What follows belongs to an exercise in optimizing a design on an open flow for small area and a short achievable clock period; a production flow would make more cautious choices. At most, simulation tests tie the RTL to the original design; equivalence was not proved.

==> flow/design.v (excerpt) <==
module pipelined_array_multiplier (
    input  logic        clk_i,
    input  logic        clk_en_i,
    input  logic        rst_n_i,
    input  logic [31:0] multiplicand_i,
    input  logic [31:0] multiplier_i,
    input  logic        data_valid_i,
    output logic [63:0] product_o,
    output logic        data_valid_o
);
    logic [2:0] v_q;
    always_ff @(posedge clk_i) begin
        if (!rst_n_i) v_q <= '0;
        else if (clk_en_i) v_q <= {v_q[1:0], data_valid_i};
    end
    assign data_valid_o = v_q[2];
    logic [33:0] bx;
    assign bx = {2'b00, multiplier_i};
    logic [15:0] neg, one, two;
    for (genvar i = 0; i < 16; i++) begin : g_enc
        logic b_lo;
        if (i == 0) begin : g_first
            assign b_lo = 1'b0;
        end else begin : g_next
            assign b_lo = bx[2*i-1];
        end
        assign neg[i] = bx[2*i+1];
        assign one[i] = bx[2*i] ^ b_lo;
        assign two[i] = (bx[2*i+1] & ~bx[2*i] & ~b_lo) | (~bx[2*i+1] & bx[2*i] & b_lo);
    end
    logic [31:0] a_q;
    logic [15:0] neg_q, one_q, two_q;
    logic        b31_q;
    always_ff @(posedge clk_i) begin
        if (clk_en_i) begin
            a_q   <= multiplicand_i;
            neg_q <= neg;
            one_q <= one;
            two_q <= two;
            b31_q <= multiplier_i[31];
        end
    end
    logic [32:0] ax;
    assign ax = {a_q, 1'b0};
    logic [15:0][32:0] ppn;
    for (genvar i = 0; i < 16; i++) begin : g_booth
  ...
export LEC_CHECK = 0
export CAP_MARGIN = 20
export CORE_MARGIN = 2
export CORE_UTILIZATION = 40
export SLEW_MARGIN = 20
export SYNTH_HIERARCHICAL = 1
export SYNTH_MINIMUM_KEEP_SIZE = 0
create_clock -name core_clock -period 11.0 [get_ports {clk_i}]
standard.sh (not shown) runs the stock make flow with config.mk's settings and CLKGATE_MAP_FILE= SYNTH_SCRIPT=/design/flow/synth_recipe.tcl, a recipe that flattens the netlist after the stock synthesis.
==> flow/flow/run.sh <==
#!/bin/bash
# Layout flow: the standard ORFS flow (standard.sh) with the standard
# synthesis unchanged, plus
#  - after floorplan, combinational cells downsized to their smallest drive
#    strength (flow/downsize.tcl), so that area is only spent where timing
#    repair asks for it;
#  - optionally a chosen buffer cell for the port buffers.
# Settings are in flow/settings.sh. Each tool's output goes to a log here.
set -euo pipefail
cd "$(dirname "$0")/.."
W=$PWD
source flow/settings.sh
args=()
if [[ "$DOWNSIZE" != "none" ]]; then
  args+=("POST_FLOORPLAN_TCL=$W/flow/downsize.tcl" "DOWNSIZE_FAMILIES=$DOWNSIZE")
fi
args+=("SETUP_SLACK_MARGIN=$SETUP_MARGIN")
if [[ -n "$PORT_BUFFER" ]]; then
  args+=("BUFFER_PORTS_ARGS=-buffer_cell $PORT_BUFFER")
fi
args+=($EXTRA)
bash standard.sh synth > flow_synth.log 2>&1
bash standard.sh "${args[@]}" finish > flow_layout.log 2>&1
==> flow/flow/downsize.tcl <==
# Downsize combinational cells to the smallest drive strength of their
# family (same function and footprint). Timing repair later sizes the
# critical ones back up. Registers and clock cells are left alone.
# DOWNSIZE_FAMILIES: space-separated family names (e.g. a22oi), or "all".
set families [expr {[info exists ::env(DOWNSIZE_FAMILIES)] ? $::env(DOWNSIZE_FAMILIES) : "all"}]
set skip {^(dfxtp|dfxbp|dfrtp|dfrbp|dfstp|dfbbp|dfsbp|dfrtn|dfbbn|edfxtp|edfxbp|sdf.*|sedf.*|dl.*|clk.*|conb|tap.*|fill.*|decap.*|diode.*|probe.*|lpflow.*)$}
set smallest [dict create]
set count 0
foreach inst [get_cells *] {
  set ref [get_property $inst ref_name]
  if {![regexp {^sky130_fd_sc_hd__(.+)_(\d+)$} $ref -> fam drive]} { continue }
  if {[regexp $skip $fam]} { continue }
  if {$families ne "all" && [lsearch -exact $families $fam] < 0} { continue }
  if {![dict exists $smallest $fam]} {
    set best ""
    set best_area 1e9
    foreach lc [get_lib_cells sky130_fd_sc_hd__${fam}_*] {
      set name [get_property $lc name]
      if {![regexp "^sky130_fd_sc_hd__${fam}_\\d+\$" $name]} { continue }
      if {[get_property $lc dont_use]} { continue }
      set a [get_property $lc area]
      if {$a < $best_area} { set best $name; set best_area $a }
    }
    dict set smallest $fam $best
  }
  set to [dict get $smallest $fam]
  if {$to ne "" && $to ne $ref} {
    replace_cell $inst $to
    incr count
  }
}
puts "downsize: replaced $count cells"
==> flow/flow/settings.sh <==
SETUP_MARGIN=0
DOWNSIZE="a22oi"
PORT_BUFFER=
EXTRA=""
The first run completed with no timing, DRC or antenna violations.
Then changed:
==> flow/run.sh (new file) <==
#!/bin/bash
# synth_recipe.tcl (not shown) runs the flow's synth.tcl, then flattens the netlist and writes it again
# the make line also repeats each setting of config.mk as NAME=value (left out here)
make -C /OpenROAD-flow-scripts/flow DESIGN_CONFIG=/design/flow/config.mk WORK_HOME=/design/flow/orfs CLKGATE_MAP_FILE= SYNTH_SCRIPT=/design/flow/synth_recipe.tcl finish
removed: flow/flow/run.sh
removed: flow/flow/downsize.tcl
removed: flow/flow/settings.sh
removed: flow/standard.sh
Critical path depth stays the same; routed wire length goes up by 0.33%.
No functional check of the RTL was part of any run of this note.

Another version of the RTL of pipelined_array_multiplier (not shown whole).
For scale: ~2900 cells after synthesis, roughly 320 flip-flops, ~130 I/O pins.
==> flow/config.mk <==
export PLATFORM = sky130hd
export DESIGN_NAME = pipelined_array_multiplier
export DESIGN_NICKNAME = pipelined_array_multiplier
export VERILOG_FILES = /design/flow/design.v
export SDC_FILE = /design/flow/constraint.sdc
export NUM_CORES = 4
export LEC_CHECK = 0
export CAP_MARGIN = 20
export CORE_MARGIN = 2
export CORE_UTILIZATION = 40
export SLEW_MARGIN = 20
export SYNTH_HIERARCHICAL = 1
export SYNTH_MINIMUM_KEEP_SIZE = 0
==> flow/constraint.sdc <==
create_clock -name core_clock -period 11.0 [get_ports {clk_i}]
set_input_delay 2.2000 -clock core_clock [delete_from_list [all_inputs] [get_ports {clk_i}]]
set_output_delay 2.2000 -clock core_clock [all_outputs]
set_load 0.01 [all_outputs]
==> flow/flow/run.sh <==
#!/bin/bash
# Layout flow: the standard ORFS flow (standard.sh) with the standard
# synthesis unchanged, plus
#  - after floorplan, combinational cells downsized to their smallest drive
#    strength (flow/downsize.tcl), so that area is only spent where timing
#    repair asks for it;
#  - optionally, timing repair also right after detailed placement
#    (flow/place_repair.tcl);
#  - optionally a chosen buffer cell for the port buffers.
# Settings are in flow/settings.sh. Each tool's output goes to a log here.
set -euo pipefail
cd "$(dirname "$0")/.."
W=$PWD
source flow/settings.sh
args=()
if [[ "$DOWNSIZE" != "none" ]]; then
  args+=("POST_FLOORPLAN_TCL=$W/flow/downsize.tcl" "DOWNSIZE_FAMILIES=$DOWNSIZE")
fi
args+=("SETUP_SLACK_MARGIN=$SETUP_MARGIN")
if [[ "${PLACE_REPAIR:-0}" == 1 ]]; then
  args+=("POST_DETAIL_PLACE_TCL=$W/flow/place_repair.tcl")
fi
if [[ -n "$PORT_BUFFER" ]]; then
  args+=("BUFFER_PORTS_ARGS=-buffer_cell $PORT_BUFFER")
fi
args+=($EXTRA)
bash standard.sh synth > flow_synth.log 2>&1
bash standard.sh "${args[@]}" finish > flow_layout.log 2>&1
==> flow/flow/place_repair.tcl <==
log_cmd estimate_parasitics -placement
repair_timing_helper -setup
detailed_placement
optimize_mirroring
log_cmd estimate_parasitics -placement
==> flow/flow/settings.sh <==
SETUP_MARGIN=7.55
DOWNSIZE="all"
PORT_BUFFER=sky130_fd_sc_hd__buf_1
PLACE_REPAIR=0
EXTRA="CTS_CLUSTER_SIZE=30 CTS_CLUSTER_DIAMETER=100 CORE_UTILIZATION=55"
Other scripts of this flow, unchanged in this note and not shown: flow/flow/downsize.tcl
The first run produced a clean layout.
==> next run, changes <==
==> flow/flow/settings.sh (replaced) <==
SETUP_MARGIN=7.55
DOWNSIZE="all"
PORT_BUFFER=sky130_fd_sc_hd__buf_2
PLACE_REPAIR=0
EXTRA="CTS_CLUSTER_SIZE=30 CTS_CLUSTER_DIAMETER=100 CORE_UTILIZATION=60 PLACE_DENSITY=0.75"
Effect: Worst hold slack degrades by 0.0092 ns; routed wire length drops by about 0.56%; area after synthesis is unchanged; clock-buffer cell count goes up by 1; setup slack gets worse by 0.0075 ns; die area shrinks by about 8%; utilization increases by 4.8 points.
==> next run, changes <==
==> flow/flow/settings.sh (replaced) <==
SETUP_MARGIN=7.55
DOWNSIZE="all"
PORT_BUFFER=sky130_fd_sc_hd__buf_2
PLACE_REPAIR=0
EXTRA="CTS_CLUSTER_SIZE=30 CTS_CLUSTER_DIAMETER=100 CORE_UTILIZATION=65"
Outcome: Design area stays flat; via count is about the same; routed wire length fell by 0.48%; sequential share of layout area hardly moves; area after synthesis stays the same; utilization rose by 4.8 points.
==> next run, changes <==
--- a/flow/flow/run.sh
+++ b/flow/flow/run.sh
@@ -6,4 +6,2 @@
 #    repair asks for it;
-#  - optionally, timing repair also right after detailed placement
-#    (flow/place_repair.tcl);
 #  - optionally a chosen buffer cell for the port buffers.
@@ -19,5 +17,2 @@
 args+=("SETUP_SLACK_MARGIN=$SETUP_MARGIN")
-if [[ "${PLACE_REPAIR:-0}" == 1 ]]; then
-  args+=("POST_DETAIL_PLACE_TCL=$W/flow/place_repair.tcl")
-fi
 if [[ -n "$PORT_BUFFER" ]]; then
==> flow/flow/settings.sh (replaced) <==
SETUP_MARGIN=7.35
DOWNSIZE="all"
PORT_BUFFER=sky130_fd_sc_hd__buf_2
EXTRA=""
removed: flow/flow/place_repair.tcl
Hold slack degrades by 0.0059 ns.
Core utilization goes down by 26 points.
Global-route usage goes down by 16 points.
Cell count goes up by 12%.
Final area goes up by 0.98%.
Via count goes down by 4.6%.
Area after synthesis stays the same.
==> next run, changes <==
--- a/flow/flow/run.sh
+++ b/flow/flow/run.sh
@@ -6,2 +6,4 @@
 #    repair asks for it;
+#  - optionally, timing repair also right after detailed placement
+#    (flow/place_repair.tcl);
 #  - optionally a chosen buffer cell for the port buffers.
@@ -17,2 +19,5 @@
 args+=("SETUP_SLACK_MARGIN=$SETUP_MARGIN")
+if [[ "${PLACE_REPAIR:-0}" == 1 ]]; then
+  args+=("POST_DETAIL_PLACE_TCL=$W/flow/place_repair.tcl")
+fi
 if [[ -n "$PORT_BUFFER" ]]; then
==> flow/flow/place_repair.tcl (new file) <==
log_cmd estimate_parasitics -placement
repair_timing_helper -setup
detailed_placement
optimize_mirroring
log_cmd estimate_parasitics -placement
==> flow/flow/settings.sh (replaced) <==
SETUP_MARGIN=7.55
DOWNSIZE="all"
PORT_BUFFER=sky130_fd_sc_hd__buf_2
PLACE_REPAIR=0
EXTRA="CTS_CLUSTER_SIZE=30 CTS_CLUSTER_DIAMETER=100 CORE_UTILIZATION=55"
Register-to-register slack improves by 0.22 ns.
Worst setup slack improves by 0.22 ns.
Die area drops by a quarter to a third.
Clock-buffer cell count drops by 27.
Wire length drops slightly.
Critical path depth is unchanged.
==> next run, changes <==
==> flow/flow/settings.sh (replaced) <==
SETUP_MARGIN=7.55
DOWNSIZE="all"
PORT_BUFFER=sky130_fd_sc_hd__buf_2
PLACE_REPAIR=0
EXTRA="CTS_CLUSTER_SIZE=20 CTS_CLUSTER_DIAMETER=60 CORE_UTILIZATION=55"
The new run went through all stages and came out clean.
Sequential share of layout area goes down by 0.40 points.
Setup slack loses 0.061 ns.
Final area goes up by 1.6%.
First-iteration DRC count goes up by 3.1%.

## what the ideal ports hide
Ports are ideal in the flow. The routed layouts listed here were re-timed in OpenROAD. Step 1: set_driving_cell puts a clkbuf_16 on clk_i and a buf_2 on each other input, an assumption about the parent block. Step 2 moves the port delays by t, midway between the first and last clock arrival at a register: inputs arrive t later, outputs are due t later. That takes back most of the time a late clock gives input paths. Three values: no drivers, after step 1, after step 2; two values: the first two.
run	t (ns)	setup WS [ns]	worst setup path at the end	worst slew at a driven data input, ns	pins driven straight from the clock port
the first run of note 1	0.661	6.094 / 6.094 / 6.094	register to register	0.07	1
the second run of note 1	0.609	6.153 / 6.153 / 6.153	register to register	0.07	1
the first run of note 2	0.628	7.530 / 7.530 / 7.047	input to register	0.05	1
the second run of note 2	0.631	7.523 / 7.517 / 6.998	input to register	0.05	1
the third run of note 2	0.635	7.555 / 7.532 / 7.033	input to register	0.05	1
the fourth run of note 2	0.653	7.347 / 7.347 / 6.870	input to register	0.07	1
the fifth run of note 2	0.645	7.572 / 7.536 / 7.022	input to register	0.05	1
the sixth run of note 2	0.627	7.511 / 7.511 / 7.093	input to register	0.05	1
After both steps every run listed still meets setup and hold. For the fifth run of note 2, which loses most, drivers alone change the setup slack by -0.036 ns; drivers and shift together by -0.550 ns.
